Context: an optimization exercise on an open-source flow, tuned for small area. The choices shown serve that exercise and are no tape-out recipe. Function was checked by simulation only, so behaviour that the tests miss may differ from the original. No activity file was given, so power comes from the tool's default toggle rates.

==> design.v <==
module distortion (
    input  wire signed [15:0] in_sample,
    input  wire [1:0]         mode,
    output reg  signed [15:0] out_sample
);
    function signed [31:0] abs32;
        input signed [31:0] x;
        begin
            if (x < 0)
                abs32 = -x;
            else
                abs32 = x;
        end
    endfunction
    function signed [15:0] sat16;
        input signed [31:0] x;
        begin
            if (x > 32'sd32767)
                sat16 = 16'sd32767;
            else if (x < -32'sd32768)
                sat16 = 16'sh8000;
            else
                sat16 = x[15:0];
        end
    endfunction
    reg signed [31:0] x;
    reg signed [31:0] x_gain;
    reg signed [31:0] y;
    reg signed [31:0] thr;
    reg signed [31:0] sgn;
    reg [31:0]        a;
    reg [31:0]        d;
    reg [31:0]        gate_thr;
    always @(*) begin
        x        = {{16{in_sample[15]}}, in_sample};
        x_gain   = 32'sd0;
        y        = 32'sd0;
        thr      = 32'sd32767;
        sgn      = 32'sd1;
        a        = 32'd0;
        d        = 32'd0;
        gate_thr = 32'd256;
        case (mode)
            2'b00: gate_thr = 32'd256;
            2'b01: gate_thr = 32'd512;
            2'b10: gate_thr = 32'd768;
            default: gate_thr = 32'd1024;
        endcase
        if (abs32(x) < gate_thr) begin
            out_sample = 16'sd0;
        end else begin
            case (mode)
                2'b00: begin
                    x_gain = x;
                    thr    = 32'sd32767;
                end
                2'b01: begin
                    x_gain = x <<< 1;
                    thr    = 32'sd20000;
                end
                2'b10: begin
                    x_gain = x <<< 2;
                    thr    = 32'sd13500;
                end
                default: begin
                    x_gain = x <<< 3;
                    thr    = 32'sd9000;
                end
            endcase
            if (x_gain < 0)
                sgn = -32'sd1;
            else
                sgn = 32'sd1;
            a = abs32(x_gain);
            if (mode == 2'b00) begin
                y = x_gain;
            end else if (a <= thr[31:0]) begin
                y = x_gain;
            end else if (a <= (thr <<< 1)) begin
                d = a - thr[31:0];
                y = sgn * (thr + (d >>> 2));
            end else begin
                y = sgn * (thr + (thr >>> 2));
            end
            out_sample = sat16(y);
        end
    end
endmodule
module audio_in(
    input  BCLK,                
    input  reset,               
    input  LRCLK,               
    input  ADCDAT,              
    output reg signed [15:0] left,
    output reg signed [15:0] right
);
    reg [15:0] shift_reg;
    reg [4:0]  bit_count;
    reg        lrclk_prev;
    always @(posedge BCLK) begin
        if (reset) begin
            shift_reg  <= 16'd0;
            bit_count  <= 5'd0;
            lrclk_prev <= 1'b0;
            left       <= 16'sd0;
            right      <= 16'sd0;
        end else begin
        lrclk_prev <= LRCLK;
        if (LRCLK != lrclk_prev) begin
            bit_count <= 5'd0;
        end else if (bit_count < 5'd16) begin
            shift_reg <= {shift_reg[14:0], ADCDAT};
            if (bit_count == 5'd15) begin
                if (LRCLK)
                    left  <= {shift_reg[14:0], ADCDAT};
                else
                    right <= {shift_reg[14:0], ADCDAT};
            end
            bit_count <= bit_count + 5'd1;
        end
        end
    end
endmodule
module audio_out(
    input                BCLK,         
    input                reset,        
    input                LRCLK,        
    input  signed [15:0] left,         
    input  signed [15:0] right,        
    output reg           DACDAT        
);
    reg [15:0] shift_reg;
    reg [4:0]  bit_count;
    reg        lrclk_prev;
    always @(posedge BCLK) begin
        if (reset) begin
            shift_reg  <= 16'd0;
            bit_count  <= 5'd0;
            lrclk_prev <= 1'b0;
            DACDAT     <= 1'b0;
        end else begin
        lrclk_prev <= LRCLK;
        if (LRCLK != lrclk_prev) begin
            bit_count <= 5'd0;
            if (LRCLK)
                shift_reg <= left;
            else
                shift_reg <= right;
            DACDAT <= 1'b0;
        end else if (bit_count < 5'd16) begin
            DACDAT    <= shift_reg[15];
            shift_reg <= {shift_reg[14:0], 1'b0};
            bit_count <= bit_count + 5'd1;
        end else begin
            DACDAT <= 1'b0;
        end
        end
    end
endmodule
module pedal_audio(
    input  wire        AUD_BCLK,
    input  wire        reset,
    input  wire [1:0]  SW,
    input  wire        AUD_ADCLRCK,
    input  wire        AUD_ADCDAT,
    output wire        AUD_DACLRCK,
    output wire        AUD_DACDAT
);
    wire signed [15:0] adc_left, adc_right;
    wire signed [15:0] dac_left, dac_right;
    reg [1:0] mode_bclk_ff1, mode_bclk_ff2;
    always @(posedge AUD_BCLK) begin
        if (reset) begin
            mode_bclk_ff1 <= 2'b00;
            mode_bclk_ff2 <= 2'b00;
        end else begin
            mode_bclk_ff1 <= SW;
            mode_bclk_ff2 <= mode_bclk_ff1;
        end
    end
    distortion u_dist_L (
        .in_sample(adc_left),
        .mode(mode_bclk_ff2),
        .out_sample(dac_left)
    );
    distortion u_dist_R (
        .in_sample(adc_right),
        .mode(mode_bclk_ff2),
        .out_sample(dac_right)
    );
    audio_in adc_interface (
        .BCLK(AUD_BCLK),
        .reset(reset),
        .LRCLK(AUD_ADCLRCK),
        .ADCDAT(AUD_ADCDAT),
        .left(adc_left),
        .right(adc_right)
    );
    audio_out dac_interface (
        .BCLK(AUD_BCLK),
        .reset(reset),
        .LRCLK(AUD_DACLRCK),
        .left(dac_left),
        .right(dac_right),
        .DACDAT(AUD_DACDAT)
    );
    assign AUD_DACLRCK = AUD_ADCLRCK;
endmodule
==> run.sh <==
#!/bin/bash
# synth_recipe.tcl (not shown) runs the flow's synth.tcl, then flattens the netlist and writes it again
# the make line also repeats each setting of config.mk as NAME=value (left out here)
make -C /OpenROAD-flow-scripts/flow DESIGN_CONFIG=/design/flow/config.mk WORK_HOME=/design/flow/orfs CLKGATE_MAP_FILE= SYNTH_SCRIPT=/design/flow/synth_recipe.tcl finish
==> config.mk <==
export PLATFORM = sky130hd
export DESIGN_NAME = pedal_audio
export DESIGN_NICKNAME = pedal_audio
export VERILOG_FILES = /design/flow/design.v
export SDC_FILE = /design/flow/constraint.sdc
export NUM_CORES = 4
export LEC_CHECK = 0
export CAP_MARGIN = 20
export CORE_MARGIN = 2
export CORE_UTILIZATION = 40
export SLEW_MARGIN = 20
==> constraint.sdc <==
create_clock -name core_clock -period 20.0 [get_ports {AUD_BCLK}]
set_input_delay 4.0000 -clock core_clock [delete_from_list [all_inputs] [get_ports {AUD_BCLK}]]
set_output_delay 4.0000 -clock core_clock [all_outputs]
set_load 0.01 [all_outputs]
==> run notes <==
-- kinds of logic (layout without fill, tap and decap cells) --
family / after synthesis / in the layout / share of synthesized area [%]
xor gates and xnor gates: 299 / 299 / 9.27
AOI/OAI and AO/OA: 745 / 745 / 17.5
muxes: 41 / 41 / 1.49
and+or+nand+nor: 735 / 735 / 12.2
adders and majority gates: 797 / 797 / 43.9
buffers and inverters: 736 / 671 / 10.0
other: 1 / 2 / 0.0133
DFF: 79 / 79 / 5.60
-- where the power goes --
part           internal (mW)  leakage (nW)  total [mW]  switching [mW]
logic                  0.141          14.3       0.369           0.228
registers              0.161         0.642       0.165         0.00383
clock network          0.121         0.160       0.187          0.0654
total                  0.424          15.1       0.721           0.297
-- cell usage in the layout, fill, tap and decap left out, types with 19 or more instances in the layout --
master	n
inv_1	614
ha_1	465
fa_1	326
nand2_1	300
a21oi_1	231
xnor2_1	219
nor2_1	146
o21ai_0	130
xor2_1	80
dfxtp_1	77
a21o_1	65
nand3_1	51
nor2b_1	37
nor3_1	34
mux2i_1	32
nand4_1	29
buf_4	29
a31oi_1	28
a211oi_1	25
and3_1	25
o21a_1	24
o21bai_1	22
a22oi_1	19
-- layout make-up --
type	count	area, µm²	area share (%)
timing repair buffer	36	283	0.956
multi-input combinational	2619	23900	80.7
inverter	620	2330	7.87
sequential	79	1580	5.36
clock inverter	4	95.1	0.322
clock buffer	11	233	0.787
tap	940	1180	3.98
-- metal layers --
metal,global-route usage (%),part of all wire [%],wire (µm),up-vias
li1,-,-,-,11349
met1,27.4,46,33500,11165
met2,35.7,49,36100,472
met3,0.801,3.3,2430,78
met4,4.27,2.1,1520,0
met5,0,0,0,-
-- final timing paths --
| check | startpoint | to | slack (ps) | cells past startpoint |
|---|---|---|---|---|
| hold / removal | mode_bclk_ff1[1]$_SDFF_PP0_ | mode_bclk_ff2[1]$_SDFF_PP0_ | 440 | 1 |
| hold reg to reg | mode_bclk_ff1[1]$_SDFF_PP0_ | mode_bclk_ff2[1]$_SDFF_PP0_ | 440 | 1 |
| setup reg to reg | mode_bclk_ff2[0]$_SDFF_PP0_ | dac_interface.shift_reg[10]$_SDFFE_PP0P_ | 3830 | 56 |
| setup / recovery | mode_bclk_ff2[0]$_SDFF_PP0_ | dac_interface.shift_reg[10]$_SDFFE_PP0P_ | 3830 | 56 |
-- cells in the mapped netlist, drive strengths merged, types with 11 or more instances --
cell type | n | area share, %
a41oi | 11 | 0.39
ha | 467 | 21
fa | 326 | 23
o31ai | 16 | 0.43
or3 | 18 | 0.40
nor2b | 37 | 0.82
clkbuf | 80 | 1.1
a22oi | 19 | 0.50
xnor2 | 219 | 6.8
nand2 | 301 | 4.0
and2 | 14 | 0.31
buf | 36 | 0.69
xor2 | 80 | 2.5
a21o | 65 | 1.7
nand3 | 51 | 0.90
nor2 | 147 | 2.0
dfxtp | 79 | 5.6
a31o | 11 | 0.34
o211ai | 18 | 0.48
or2 | 15 | 0.33
a211oi | 25 | 0.66
o21ai | 136 | 2.4
a31oi | 28 | 0.62
nand2b | 18 | 0.40
o21bai | 22 | 0.58
a21oi | 232 | 4.1
nor3 | 35 | 0.64
and3 | 26 | 0.59
mux2i | 32 | 1.1
nor4 | 12 | 0.27
nand4 | 29 | 0.64
a21boi | 19 | 0.56
a221oi | 18 | 0.56
a222oi | 18 | 0.64
inv | 617 | 8.2
o21a | 26 | 0.70
-- through the flow --
step                      utilization (%)  total power [mW]
after floorplan                         -             0.440
after global placement               41.7             0.536
after detailed placement             41.7             0.537
after CTS                            42.2             0.727
after global routing                 42.2             0.783
final                                42.2             0.721
-- worst reg2reg max path, delay by kind of cell, from the launching register on --
kind	cells	cell delay (ps)
AOI/OAI and AO/OA	22	5180
xor gates and xnor gates	4	1270
adders and majority gates	11	4970
buffers and inverters	7	1050
DFF	1	760
muxes	1	380
and+or+nand+nor	11	2390
==> impl_metrics.sql <==
INSERT INTO impl_metrics (metric_group, metric, value, unit) VALUES
('outcome', 'outcome', 'no timing/DRC/antenna violations', ''),
('pwr', 'vdd.ir_drop.worst', '0.0302', 'mV'),
('die', 'design.portCount', '8', ''),
('pwr', 'p_leak', '15.1', 'nW'),
('detailed_routing', 'routed-via-count', '23064', ''),
('cts', 'clock_pin_slew_on_the_worst_setup_and_hold_paths', '60', 'ps'),
('placement', 'gpl.final_weighted_congestion', '0.934', ''),
('detailed_routing', 'antenna_violating_nets_left', '0', ''),
('timing', 'report.final.slew_viol_count', '0', ''),
('layout', 'final-instance-count-excl-fill', '4309', ''),
('run', 'max-cap-violations', '0', ''),
('timing', 'post-route-period-util', '80.9', '%'),
('placement', 'post-place-cells', '4294', ''),
('timing', 'final_period_demand_of_the_worst_path', '16170', 'ps'),
('critical_path', 'max_stage_delay', '780', 'ps'),
('timing', 'final_hold_viol_count', '0', ''),
('layout', 'antenna_diode_count', '0', ''),
('critical_path', 'cp.required', '20180', 'ps'),
('detailed_routing', 'wl', '73.5', 'mm'),
('critical_path', 'worst-path-max-fanout', '57', ''),
('detailed_routing', 'route.detailed.wl_per_inst', '17.0', 'µm'),
('cts', 'h-tree-depth', '3', ''),
('critical_path', 'cp.arrival', '16350', 'ps'),
('timing', 'timing.clock.skew', '9.13', 'ps'),
('logic_synthesis', 'yosysSeqAreaShare', '5.60', '%'),
('layout', 'finalInstanceArea', '0.0296', 'mm²'),
('die', 'die-width', '270', 'µm'),
('placement', 'post-place-ws', '3880', 'ps'),
('global_route', 'globalRouteOverflowTotal', '0', ''),
('detailed_routing', 'routed_via_density', '5.35', ''),
('timing', 'rsz0062_at_grt', 'false', ''),
('logic_synthesis', 'dominantRegCellSynth', 'dfxtp_1', ''),
('global_route', 'grt_pass1_wl', '121', 'mm'),
('timing', 'max_freq', '61.8', 'MHz'),
('die', 'core_region_area', '0.0700', 'mm²'),
('timing', 'finalHoldWorstSlack', '442', 'ps'),
('timing', 'layout_setup_ws', '3830', 'ps'),
('critical_path', 'timing.critical_path.to_type', 'flop', ''),
('cts', 'post_cts.resized_instances', '0', ''),
('critical_path', 'crit_top_cell', 'fa_1', ''),
('cts', 'cts-root-to-sink-buffers', '2', ''),
('cts', 'clock-root-buffer', 'clkbuf_16', ''),
('cts', 'tritoncts', 'built', ''),
('timing', 'timing.max_slew.rel_slack', '36.3', '%'),
('cts', 'post-cts-setup-buffer-count', '0', ''),
('critical_path', 'critical_path.startpoint_type', 'flop', ''),
('placement', 'dpl.hpwl', '62.0', 'mm'),
('detailed_routing', 'post-route-drc-count', '0', ''),
('logic_synthesis', 'syn-instance-count', '3433', ''),
('detailed_routing', 'drt_iter0_drc', '1601', ''),
('logic_synthesis', 'warnings_synthesis', '4', ''),
('critical_path', 'critical-path-top-delay-family', 'compound AO/OA/AOI/OAI gates', ''),
('die', 'total_number_of_placement_rows', '97', ''),
('layout', 'finish.net_count', '4164', ''),
('critical_path', 'setup.worst_path.class', 'flop to flop', ''),
('cts', 'numCtsBuffers', '9', ''),
('logic_synthesis', 'synth-edff-count', '0', ''),
('pwr', 'power.density', '24.4', 'mW/mm²'),
('logic_synthesis', 'synthArstFlopShare', '0', '%'),
('cts', 'cts_hold_buf', '0', ''),
('global_route', 'antenna_violations_before_repair', '0', ''),
('logic_synthesis', 'synth-seq-cells', '79', ''),
('logic_synthesis', 'syn-mean-instance-area', '8.23', 'µm²'),
('hold_path', 'worst_hold_path_type', 'flop to flop', ''),
('layout', 'area_added_between_synthesis_and_finish', '4.66', '%'),
('die', 'die_y', '270', 'µm'),
('logic_synthesis', 'synth.lib_cells_used.distinct', '97', ''),
('global_route', 'global_route.usage.total', '20.2', '%'),
('global_route', 'grt_pass1_vias', '22989', ''),
('timing', 'final.setup.tns', '0', 'ps'),
('logic_synthesis', 'syn_area', '0.0282', 'mm²'),
('timing', 'final-setup-viol-count', '0', ''),
('layout', 'fraction_of_layout_instances_using_a_drive_strength_above_1', '3.12', '%'),
('critical_path', 'cp_num_buf_inv', '7', ''),
('die', 'die_area', '0.0728', 'mm²'),
('placement', 'port-buffer-count', '7', ''),
('cts', 'clk_latency', '340', 'ps'),
('cts', 'tritoncts_sinks', '79', ''),
('global_route', 'grt_max_degree', '70', ''),
('critical_path', 'critical_path.slowest_cell', 'xnor2_1', ''),
('timing', 'worst_slew_pin_slew', '952', 'ps'),
('placement', 'detailed_place.area', '0.0292', 'mm²'),
('layout', 'num-fill-cells', '7188', ''),
('detailed_routing', 'drtPass1Iterations', '7', ''),
('die', 'initial_core_util', '40.3', '%');

port drivers added, routing unchanged:
The results above use ideal ports. As a check the final layout listed here was re-extracted and re-timed, cells and wires unchanged.
Step 1 sets driving cells, clkbuf_16 on the clock port and buf_2 on the other inputs (assumed; they add their load-dependent delay and slew).
Step 2 adds t to the input delays and takes it off the output delays; t is the mean of the earliest and latest rising clock arrival at the registers after step 1. Input paths then give back, and output paths get back, about the clock's delay inside the block.
a / b / c = ideal ports / drivers / drivers and shift; a / b = the first two.
t (ns): 0.380
slack for setup (ns): 3.826 / 3.826 / 3.826
worst register clock-pin slew, ns: 0.06 / 0.06
After both steps setup and hold are still met in this run. The setup slack of this run moves by 0.000 ns with the drivers and by 0.000 ns with both steps.
